Background: an optimization exercise with open tools, aiming at small area. Do not read the settings as production practice.
Only simulation tests tie the RTL to the original design; equivalence was not proved.

==> run K <==
==> flow/design.v (excerpt) <==
module top #(parameter N = 4) (
  input  wire           clk  ,
  input  wire           rst  ,
  input  wire           start,
  input  wire [8*N-1:0] a_in ,
  input  wire [8*N-1:0] w_in ,
  output wire [8*N-1:0] y_out,
  output wire           ready,
  output wire           done
);
clock: 5.0 ns
lec_check: 0
cap_margin: 20
core_margin: 2
core_utilization: 70
cts_cluster_diameter: 120
cts_cluster_size: 26
slew_margin: 20
synth_hierarchical: 1
standard.sh (not shown) runs the stock make flow with config.mk's settings and CLKGATE_MAP_FILE= SYNTH_SCRIPT=/design/flow/synth_recipe.tcl, a recipe that flattens the netlist after the stock synthesis.
==> flow/flow/run.sh <==
#!/bin/bash
# The standard layout, with the port buffers made from the smallest buffer.
set -euo pipefail
export BUFFER_PORTS_ARGS="-buffer_cell sky130_fd_sc_hd__buf_1"
bash standard.sh > standard.log 2>&1
==> run G (differences from run K) <==
--- a/flow/design.v
+++ b/flow/design.v
@@ -1,16 +1,16 @@
 module Column (
   input  wire [7:0] x0, x1, x2, x3,
   input  wire [7:0] w0, w1, w2, w3,
   input  wire [7:1] xs0, xs1, xs2, xs3,
   output wire [7:0] lowr,
-  output wire       sat
+  output wire       sat_a,
+  output wire       sat_b
 );
-  wire sat_a;
   wire p0_0_0 = ~(x0[0] & w0[0]);
   wire p0_1_0 = ~(x0[0] & w0[1]);
   wire p0_1_1 = ~(x0[1] & w0[0]);
   wire p0_2_0 = ~(x0[0] & w0[2]);
   wire p0_2_1 = ~(x0[1] & w0[1]);
   wire p0_2_2 = ~(x0[2] & w0[0]);
   wire p0_3_0 = ~(x0[0] & w0[3]);
   wire p0_3_1 = ~(x0[1] & w0[2]);
@@ -337,18 +337,17 @@
     (w2[7] & xs2[1]) |
     (w3[1] & xs3[7]) |
     (w3[2] & xs3[6]) |
     (w3[3] & xs3[5]) |
     (w3[4] & xs3[4]) |
     (w3[5] & xs3[3]) |
     (w3[6] & xs3[2]) |
     (w3[7] & xs3[1]);
-  wire sat_ab = sat_a | ~c143 | ~c145;
-  Or2 sor (.a(sat_ab), .b(c147), .y(sat));
+  assign sat_b = ~c143 | ~c145 | c147;
 endmodule
 module FullAdder (
   input  wire a, b, c,
   output wire s, co
 );
   assign s  = a ^ b ^ c;
   assign co = (a & b) | (a & c) | (b & c);
 endmodule
@@ -358,49 +357,27 @@
 );
   assign s  = a ^ b;
   assign co = a & b;
 endmodule
 module HalfAdderN (
   input  wire an, bn,
   output wire s, co
 );
-  Xor2 x (.a(an), .b(bn), .y(s));
-  Nor2 n (.a(an), .b(bn), .y(co));
-endmodule
-module Or2 (
-  input  wire a, b,
-  output wire y
-);
-  assign y = a | b;
-endmodule
-module Or2N (
-  input  wire a, bn,
-  output wire y
-);
-  assign y = a | ~bn;
-endmodule
-module Xor2 (
-  input  wire a, b,
-  output wire y
-);
-  assign y = a ^ b;
-endmodule
-module Nor2 (
-  input  wire a, b,
-  output wire y
-);
-  assign y = ~(a | b);
+  assign s  = an ^ bn;
+  assign co = ~(an | bn);
 endmodule
 module Activation (
-  input  wire       sat,
+  input  wire       sat_a,
+  input  wire       sat_b,
   input  wire [7:0] lowr,
   output wire [7:0] y
 );
   wire [7:0] low = lowr ^ 8'b01000100;
+  wire sat  = sat_a | sat_b;
   wire keep = (|low[7:4]) | (low[3] & (low[2] | low[1]));
   assign y = {8{sat}} | (low & {8{keep}});
 endmodule
 module Array (
   input  wire        clk  ,
   input  wire        rst  ,
   input  wire        start,
   input  wire [31:0] a_in ,
@@ -441,40 +418,40 @@
     for (genvar k = 1; k < 8; k = k + 1) begin : xsuf
       assign xs0[k] = |x0[7:k];
       assign xs1[k] = |x1[7:k];
       assign xs2[k] = |x2[7:k];
       assign xs3[k] = |x3[7:k];
     end
   endgenerate
   wire [7:0] lowr [0:3];
-  wire [3:0] sat;
+  wire [3:0] sat_a, sat_b;
   genvar j;
   generate
     for (j = 0; j < 4; j = j + 1) begin : col
       Column c (
         .x0(a0d4), .x1(a1d3), .x2(a2d2), .x3(a3d1),
         .w0(w[0][j]), .w1(w[1][j]), .w2(w[2][j]), .w3(w[3][j]),
         .xs0(xs0), .xs1(xs1), .xs2(xs2), .xs3(xs3),
-        .lowr(lowr[j]), .sat(sat[j])
+        .lowr(lowr[j]), .sat_a(sat_a[j]), .sat_b(sat_b[j])
       );
     end
   endgenerate
-  reg [8:0] s0, s1, s2, s3;
+  reg [9:0] s0, s1, s2, s3;
   always @(posedge clk) begin
-    s0 <= {sat[0], lowr[0]};
-    s1 <= {sat[1], lowr[1]};
-    s2 <= {sat[2], lowr[2]};
-    s3 <= {sat[3], lowr[3]};
+    s0 <= {sat_b[0], sat_a[0], lowr[0]};
+    s1 <= {sat_b[1], sat_a[1], lowr[1]};
+    s2 <= {sat_b[2], sat_a[2], lowr[2]};
+    s3 <= {sat_b[3], sat_a[3], lowr[3]};
   end
   wire [7:0] y0, y1, y2, y3;
-  Activation act0 (.sat(s0[8]), .lowr(s0[7:0]), .y(y0));
-  Activation act1 (.sat(s1[8]), .lowr(s1[7:0]), .y(y1));
-  Activation act2 (.sat(s2[8]), .lowr(s2[7:0]), .y(y2));
-  Activation act3 (.sat(s3[8]), .lowr(s3[7:0]), .y(y3));
+  Activation act0 (.sat_a(s0[8]), .sat_b(s0[9]), .lowr(s0[7:0]), .y(y0));
+  Activation act1 (.sat_a(s1[8]), .sat_b(s1[9]), .lowr(s1[7:0]), .y(y1));
+  Activation act2 (.sat_a(s2[8]), .sat_b(s2[9]), .lowr(s2[7:0]), .y(y2));
+  Activation act3 (.sat_a(s3[8]), .sat_b(s3[9]), .lowr(s3[7:0]), .y(y3));
   reg [7:0] r1b, r2b, r2c, r3b, r3c, r3d;
   always @(posedge clk) begin
     r1b <= y1;
     r2b <= y2; r2c <= r2b;
     r3b <= y3; r3c <= r3b; r3d <= r3c;
   end
   assign y_out = {r3d, r2c, r1b, y0};
 endmodule
==> flow/config.mk (replaced) <==
export PLATFORM = sky130hd
export DESIGN_NAME = top
export DESIGN_NICKNAME = top
export VERILOG_FILES = /design/flow/design.v
export SDC_FILE = /design/flow/constraint.sdc
export NUM_CORES = 4
export LEC_CHECK = 0
export CAP_MARGIN = 20
export CORE_MARGIN = 2
export CORE_UTILIZATION = 65
export CTS_CLUSTER_DIAMETER = 100
export CTS_CLUSTER_SIZE = 22
export GPL_TIMING_DRIVEN = 0
export SLEW_MARGIN = 20
export SYNTH_HIERARCHICAL = 1
==> comparison <==
In run K the maximum frequency is larger than in run G, by 2.3%.
Of run G and run K, run K has the higher worst hold slack (gap 0.0065 ns).
Wire length: run G is higher than run K (0.74%).
Of run K and run G, run G has the higher non-clock buffer count (gap 62).
In run G the first-iteration DRC count is lower than in run K, by about 15%.
Against run G, the register-to-register slack of run K is higher by 0.11 ns.
Of run G and run K, run G has the higher clock-buffer cell count (gap 4).
Between run G and run K, the lower flip-flop and latch count is in run K (gap 4).

==> inputs of build 44 <==
top again, from the RTL that the note above started with.
Design top, start of the top module:
module top #(parameter N = 4) (
  input  wire           clk  ,
  input  wire           rst  ,
  input  wire           start,
  input  wire [8*N-1:0] a_in ,
  input  wire [8*N-1:0] w_in ,
  output wire [8*N-1:0] y_out,
  output wire           ready,
  output wire           done
);
clock: 5.0 ns
lec_check: 0
cap_margin: 20
core_margin: 2
core_utilization: 70
cts_cluster_diameter: 80
cts_cluster_size: 30
slew_margin: 20
synth_hierarchical: 1
Scripts as last shown in full above: flow/flow/run.sh
==> build 46 (differences from build 44) <==
--- a/flow/design.v
+++ b/flow/design.v
@@ -1,16 +1,16 @@
 module Column (
   input  wire [7:0] x0, x1, x2, x3,
   input  wire [7:0] w0, w1, w2, w3,
   input  wire [7:1] xs0, xs1, xs2, xs3,
   output wire [7:0] lowr,
-  output wire       sat
+  output wire       sat_a,
+  output wire       sat_b
 );
-  wire sat_a;
   wire p0_0_0 = ~(x0[0] & w0[0]);
   wire p0_1_0 = ~(x0[0] & w0[1]);
   wire p0_1_1 = ~(x0[1] & w0[0]);
   wire p0_2_0 = ~(x0[0] & w0[2]);
   wire p0_2_1 = ~(x0[1] & w0[1]);
   wire p0_2_2 = ~(x0[2] & w0[0]);
   wire p0_3_0 = ~(x0[0] & w0[3]);
   wire p0_3_1 = ~(x0[1] & w0[2]);
@@ -337,18 +337,17 @@
     (w2[7] & xs2[1]) |
     (w3[1] & xs3[7]) |
     (w3[2] & xs3[6]) |
     (w3[3] & xs3[5]) |
     (w3[4] & xs3[4]) |
     (w3[5] & xs3[3]) |
     (w3[6] & xs3[2]) |
     (w3[7] & xs3[1]);
-  wire sat_ab = sat_a | ~c143 | ~c145;
-  Or2 sor (.a(sat_ab), .b(c147), .y(sat));
+  assign sat_b = ~c143 | ~c145 | c147;
 endmodule
 module FullAdder (
   input  wire a, b, c,
   output wire s, co
 );
   assign s  = a ^ b ^ c;
   assign co = (a & b) | (a & c) | (b & c);
 endmodule
@@ -361,46 +360,36 @@
 endmodule
 module HalfAdderN (
   input  wire an, bn,
   output wire s, co
 );
   Xor2 x (.a(an), .b(bn), .y(s));
   Nor2 n (.a(an), .b(bn), .y(co));
 endmodule
-module Or2 (
-  input  wire a, b,
-  output wire y
-);
-  assign y = a | b;
-endmodule
-module Or2N (
-  input  wire a, bn,
-  output wire y
-);
-  assign y = a | ~bn;
-endmodule
 module Xor2 (
   input  wire a, b,
   output wire y
 );
   assign y = a ^ b;
 endmodule
 module Nor2 (
   input  wire a, b,
   output wire y
 );
   assign y = ~(a | b);
 endmodule
 module Activation (
-  input  wire       sat,
+  input  wire       sat_a,
+  input  wire       sat_b,
   input  wire [7:0] lowr,
   output wire [7:0] y
 );
   wire [7:0] low = lowr ^ 8'b01000100;
+  wire sat  = sat_a | sat_b;
   wire keep = (|low[7:4]) | (low[3] & (low[2] | low[1]));
   assign y = {8{sat}} | (low & {8{keep}});
 endmodule
 module Array (
   input  wire        clk  ,
   input  wire        rst  ,
   input  wire        start,
   input  wire [31:0] a_in ,
@@ -441,40 +430,40 @@
     for (genvar k = 1; k < 8; k = k + 1) begin : xsuf
       assign xs0[k] = |x0[7:k];
       assign xs1[k] = |x1[7:k];
       assign xs2[k] = |x2[7:k];
       assign xs3[k] = |x3[7:k];
     end
   endgenerate
   wire [7:0] lowr [0:3];
-  wire [3:0] sat;
+  wire [3:0] sat_a, sat_b;
   genvar j;
   generate
     for (j = 0; j < 4; j = j + 1) begin : col
       Column c (
         .x0(a0d4), .x1(a1d3), .x2(a2d2), .x3(a3d1),
         .w0(w[0][j]), .w1(w[1][j]), .w2(w[2][j]), .w3(w[3][j]),
         .xs0(xs0), .xs1(xs1), .xs2(xs2), .xs3(xs3),
-        .lowr(lowr[j]), .sat(sat[j])
+        .lowr(lowr[j]), .sat_a(sat_a[j]), .sat_b(sat_b[j])
       );
     end
   endgenerate
-  reg [8:0] s0, s1, s2, s3;
+  reg [9:0] s0, s1, s2, s3;
   always @(posedge clk) begin
-    s0 <= {sat[0], lowr[0]};
-    s1 <= {sat[1], lowr[1]};
-    s2 <= {sat[2], lowr[2]};
-    s3 <= {sat[3], lowr[3]};
+    s0 <= {sat_b[0], sat_a[0], lowr[0]};
+    s1 <= {sat_b[1], sat_a[1], lowr[1]};
+    s2 <= {sat_b[2], sat_a[2], lowr[2]};
+    s3 <= {sat_b[3], sat_a[3], lowr[3]};
   end
   wire [7:0] y0, y1, y2, y3;
-  Activation act0 (.sat(s0[8]), .lowr(s0[7:0]), .y(y0));
-  Activation act1 (.sat(s1[8]), .lowr(s1[7:0]), .y(y1));
-  Activation act2 (.sat(s2[8]), .lowr(s2[7:0]), .y(y2));
-  Activation act3 (.sat(s3[8]), .lowr(s3[7:0]), .y(y3));
+  Activation act0 (.sat_a(s0[8]), .sat_b(s0[9]), .lowr(s0[7:0]), .y(y0));
+  Activation act1 (.sat_a(s1[8]), .sat_b(s1[9]), .lowr(s1[7:0]), .y(y1));
+  Activation act2 (.sat_a(s2[8]), .sat_b(s2[9]), .lowr(s2[7:0]), .y(y2));
+  Activation act3 (.sat_a(s3[8]), .sat_b(s3[9]), .lowr(s3[7:0]), .y(y3));
   reg [7:0] r1b, r2b, r2c, r3b, r3c, r3d;
   always @(posedge clk) begin
     r1b <= y1;
     r2b <= y2; r2c <= r2b;
     r3b <= y3; r3c <= r3b; r3d <= r3c;
   end
   assign y_out = {r3d, r2c, r1b, y0};
 endmodule
- CORE_UTILIZATION: 70 -> 75
- CTS_CLUSTER_DIAMETER: 80 -> 120
- CTS_CLUSTER_SIZE: 30 -> 26
==> trial 77 (differences from build 44) <==
--- a/flow/design.v
+++ b/flow/design.v
@@ -1,16 +1,16 @@
 module Column (
   input  wire [7:0] x0, x1, x2, x3,
   input  wire [7:0] w0, w1, w2, w3,
   input  wire [7:1] xs0, xs1, xs2, xs3,
   output wire [7:0] lowr,
-  output wire       sat
+  output wire       sat_a,
+  output wire       sat_b
 );
-  wire sat_a;
   wire p0_0_0 = ~(x0[0] & w0[0]);
   wire p0_1_0 = ~(x0[0] & w0[1]);
   wire p0_1_1 = ~(x0[1] & w0[0]);
   wire p0_2_0 = ~(x0[0] & w0[2]);
   wire p0_2_1 = ~(x0[1] & w0[1]);
   wire p0_2_2 = ~(x0[2] & w0[0]);
   wire p0_3_0 = ~(x0[0] & w0[3]);
   wire p0_3_1 = ~(x0[1] & w0[2]);
@@ -337,18 +337,17 @@
     (w2[7] & xs2[1]) |
     (w3[1] & xs3[7]) |
     (w3[2] & xs3[6]) |
     (w3[3] & xs3[5]) |
     (w3[4] & xs3[4]) |
     (w3[5] & xs3[3]) |
     (w3[6] & xs3[2]) |
     (w3[7] & xs3[1]);
-  wire sat_ab = sat_a | ~c143 | ~c145;
-  Or2 sor (.a(sat_ab), .b(c147), .y(sat));
+  assign sat_b = ~c143 | ~c145 | c147;
 endmodule
 module FullAdder (
   input  wire a, b, c,
   output wire s, co
 );
   assign s  = a ^ b ^ c;
   assign co = (a & b) | (a & c) | (b & c);
 endmodule
@@ -358,49 +357,27 @@
 );
   assign s  = a ^ b;
   assign co = a & b;
 endmodule
 module HalfAdderN (
   input  wire an, bn,
   output wire s, co
 );
-  Xor2 x (.a(an), .b(bn), .y(s));
-  Nor2 n (.a(an), .b(bn), .y(co));
-endmodule
-module Or2 (
-  input  wire a, b,
-  output wire y
-);
-  assign y = a | b;
-endmodule
-module Or2N (
-  input  wire a, bn,
-  output wire y
-);
-  assign y = a | ~bn;
-endmodule
-module Xor2 (
-  input  wire a, b,
-  output wire y
-);
-  assign y = a ^ b;
-endmodule
-module Nor2 (
-  input  wire a, b,
-  output wire y
-);
-  assign y = ~(a | b);
+  assign s  = an ^ bn;
+  assign co = ~(an | bn);
 endmodule
 module Activation (
-  input  wire       sat,
+  input  wire       sat_a,
+  input  wire       sat_b,
   input  wire [7:0] lowr,
   output wire [7:0] y
 );
   wire [7:0] low = lowr ^ 8'b01000100;
+  wire sat  = sat_a | sat_b;
   wire keep = (|low[7:4]) | (low[3] & (low[2] | low[1]));
   assign y = {8{sat}} | (low & {8{keep}});
 endmodule
 module Array (
   input  wire        clk  ,
   input  wire        rst  ,
   input  wire        start,
   input  wire [31:0] a_in ,
@@ -441,40 +418,40 @@
     for (genvar k = 1; k < 8; k = k + 1) begin : xsuf
       assign xs0[k] = |x0[7:k];
       assign xs1[k] = |x1[7:k];
       assign xs2[k] = |x2[7:k];
       assign xs3[k] = |x3[7:k];
     end
   endgenerate
   wire [7:0] lowr [0:3];
-  wire [3:0] sat;
+  wire [3:0] sat_a, sat_b;
   genvar j;
   generate
     for (j = 0; j < 4; j = j + 1) begin : col
       Column c (
         .x0(a0d4), .x1(a1d3), .x2(a2d2), .x3(a3d1),
         .w0(w[0][j]), .w1(w[1][j]), .w2(w[2][j]), .w3(w[3][j]),
         .xs0(xs0), .xs1(xs1), .xs2(xs2), .xs3(xs3),
-        .lowr(lowr[j]), .sat(sat[j])
+        .lowr(lowr[j]), .sat_a(sat_a[j]), .sat_b(sat_b[j])
       );
     end
   endgenerate
-  reg [8:0] s0, s1, s2, s3;
+  reg [9:0] s0, s1, s2, s3;
   always @(posedge clk) begin
-    s0 <= {sat[0], lowr[0]};
-    s1 <= {sat[1], lowr[1]};
-    s2 <= {sat[2], lowr[2]};
-    s3 <= {sat[3], lowr[3]};
+    s0 <= {sat_b[0], sat_a[0], lowr[0]};
+    s1 <= {sat_b[1], sat_a[1], lowr[1]};
+    s2 <= {sat_b[2], sat_a[2], lowr[2]};
+    s3 <= {sat_b[3], sat_a[3], lowr[3]};
   end
   wire [7:0] y0, y1, y2, y3;
-  Activation act0 (.sat(s0[8]), .lowr(s0[7:0]), .y(y0));
-  Activation act1 (.sat(s1[8]), .lowr(s1[7:0]), .y(y1));
-  Activation act2 (.sat(s2[8]), .lowr(s2[7:0]), .y(y2));
-  Activation act3 (.sat(s3[8]), .lowr(s3[7:0]), .y(y3));
+  Activation act0 (.sat_a(s0[8]), .sat_b(s0[9]), .lowr(s0[7:0]), .y(y0));
+  Activation act1 (.sat_a(s1[8]), .sat_b(s1[9]), .lowr(s1[7:0]), .y(y1));
+  Activation act2 (.sat_a(s2[8]), .sat_b(s2[9]), .lowr(s2[7:0]), .y(y2));
+  Activation act3 (.sat_a(s3[8]), .sat_b(s3[9]), .lowr(s3[7:0]), .y(y3));
   reg [7:0] r1b, r2b, r2c, r3b, r3c, r3d;
   always @(posedge clk) begin
     r1b <= y1;
     r2b <= y2; r2c <= r2b;
     r3b <= y3; r3c <= r3b; r3d <= r3c;
   end
   assign y_out = {r3d, r2c, r1b, y0};
 endmodule
==> flow/run.sh (new file) <==
#!/bin/bash
# synth_recipe.tcl (not shown) runs the flow's synth.tcl, then flattens the netlist and writes it again
# the make line also repeats each setting of config.mk as NAME=value (left out here)
make -C /OpenROAD-flow-scripts/flow DESIGN_CONFIG=/design/flow/config.mk WORK_HOME=/design/flow/orfs CLKGATE_MAP_FILE= SYNTH_SCRIPT=/design/flow/synth_recipe.tcl finish
- CORE_UTILIZATION: 70 -> 55
- CTS_CLUSTER_DIAMETER: 80 -> 100
- CTS_CLUSTER_SIZE: 30 -> 22
removed: flow/flow/run.sh
removed: flow/standard.sh
==> comparison table <==
quantity	build 46	build 44	trial 77
Status	no timing/DRC/antenna violations	no timing/DRC/antenna violations	no timing/DRC/antenna violations
Origin of the worst min-delay path	dut.a0d2[7]	dut.a0d3[7]	dut.a2d1[5]
Worst Path Max Fanout	8	13	12
Via total after detailed routing	12,038	11,841	11,667
Worst path buffer plus inverter count	2	0	2
Clk tree area frac	0.02341	0.02983	0.02498
Avg Synthesized Cell Area	13.32 um2	13.15 um2	13.26 um2
Area share of the largest cell type after synthesis	0.3025	0.3053	0.3009
X dimension of the die	155.5 um	160.1 um	181.3 um
Post-synthesis share of cell area spent on full adders, half adders and majority gates	0.3134	0.3164	0.3205
Syn nets	1,634	1,638	1,658
Non-Clock Buffer Count	142	133	146

==> re-timing with driven ports <==
How much do the figures lean on ideal ports? The routed layouts below were timed once more, with nothing changed but the port constraints.
Step 1, drivers: a clkbuf_16 drives clk and a buf_2 each remaining input, both assumed.
Step 2, shift: input delay + t, output delay - t, t = (earliest + latest rising clock arrival at the registers) / 2. This alone moves slack from input paths to output paths.
Slacks: ideal ports / drivers / drivers and shift; pairs: ideal ports / drivers.
| run | t (ns) | setup slack, ns | hold slack, ns | worst setup path after step 2 | slew at the worst register clock pin (ns) |
|---|---|---|---|---|---|
| run K | 0.540 | 0.203 / 0.203 / 0.203 | 0.328 / 0.328 / 0.328 | register to register | 0.10 / 0.10 |
| run G | 0.548 | 0.092 / 0.092 / 0.092 | 0.322 / 0.322 / 0.322 | register to register | 0.10 / 0.10 |
| build 44 | 0.557 | 0.154 / 0.154 / 0.154 | 0.327 / 0.322 / 0.327 | register to register | 0.11 / 0.11 |
| build 46 | 0.544 | 0.188 / 0.188 / 0.188 | 0.305 / 0.305 / 0.305 | register to register | 0.11 / 0.11 |
| trial 77 | 0.564 | 0.289 / 0.289 / 0.289 | 0.318 / 0.318 / 0.318 | register to register | 0.10 / 0.10 |
After both steps every run listed still meets setup and hold.
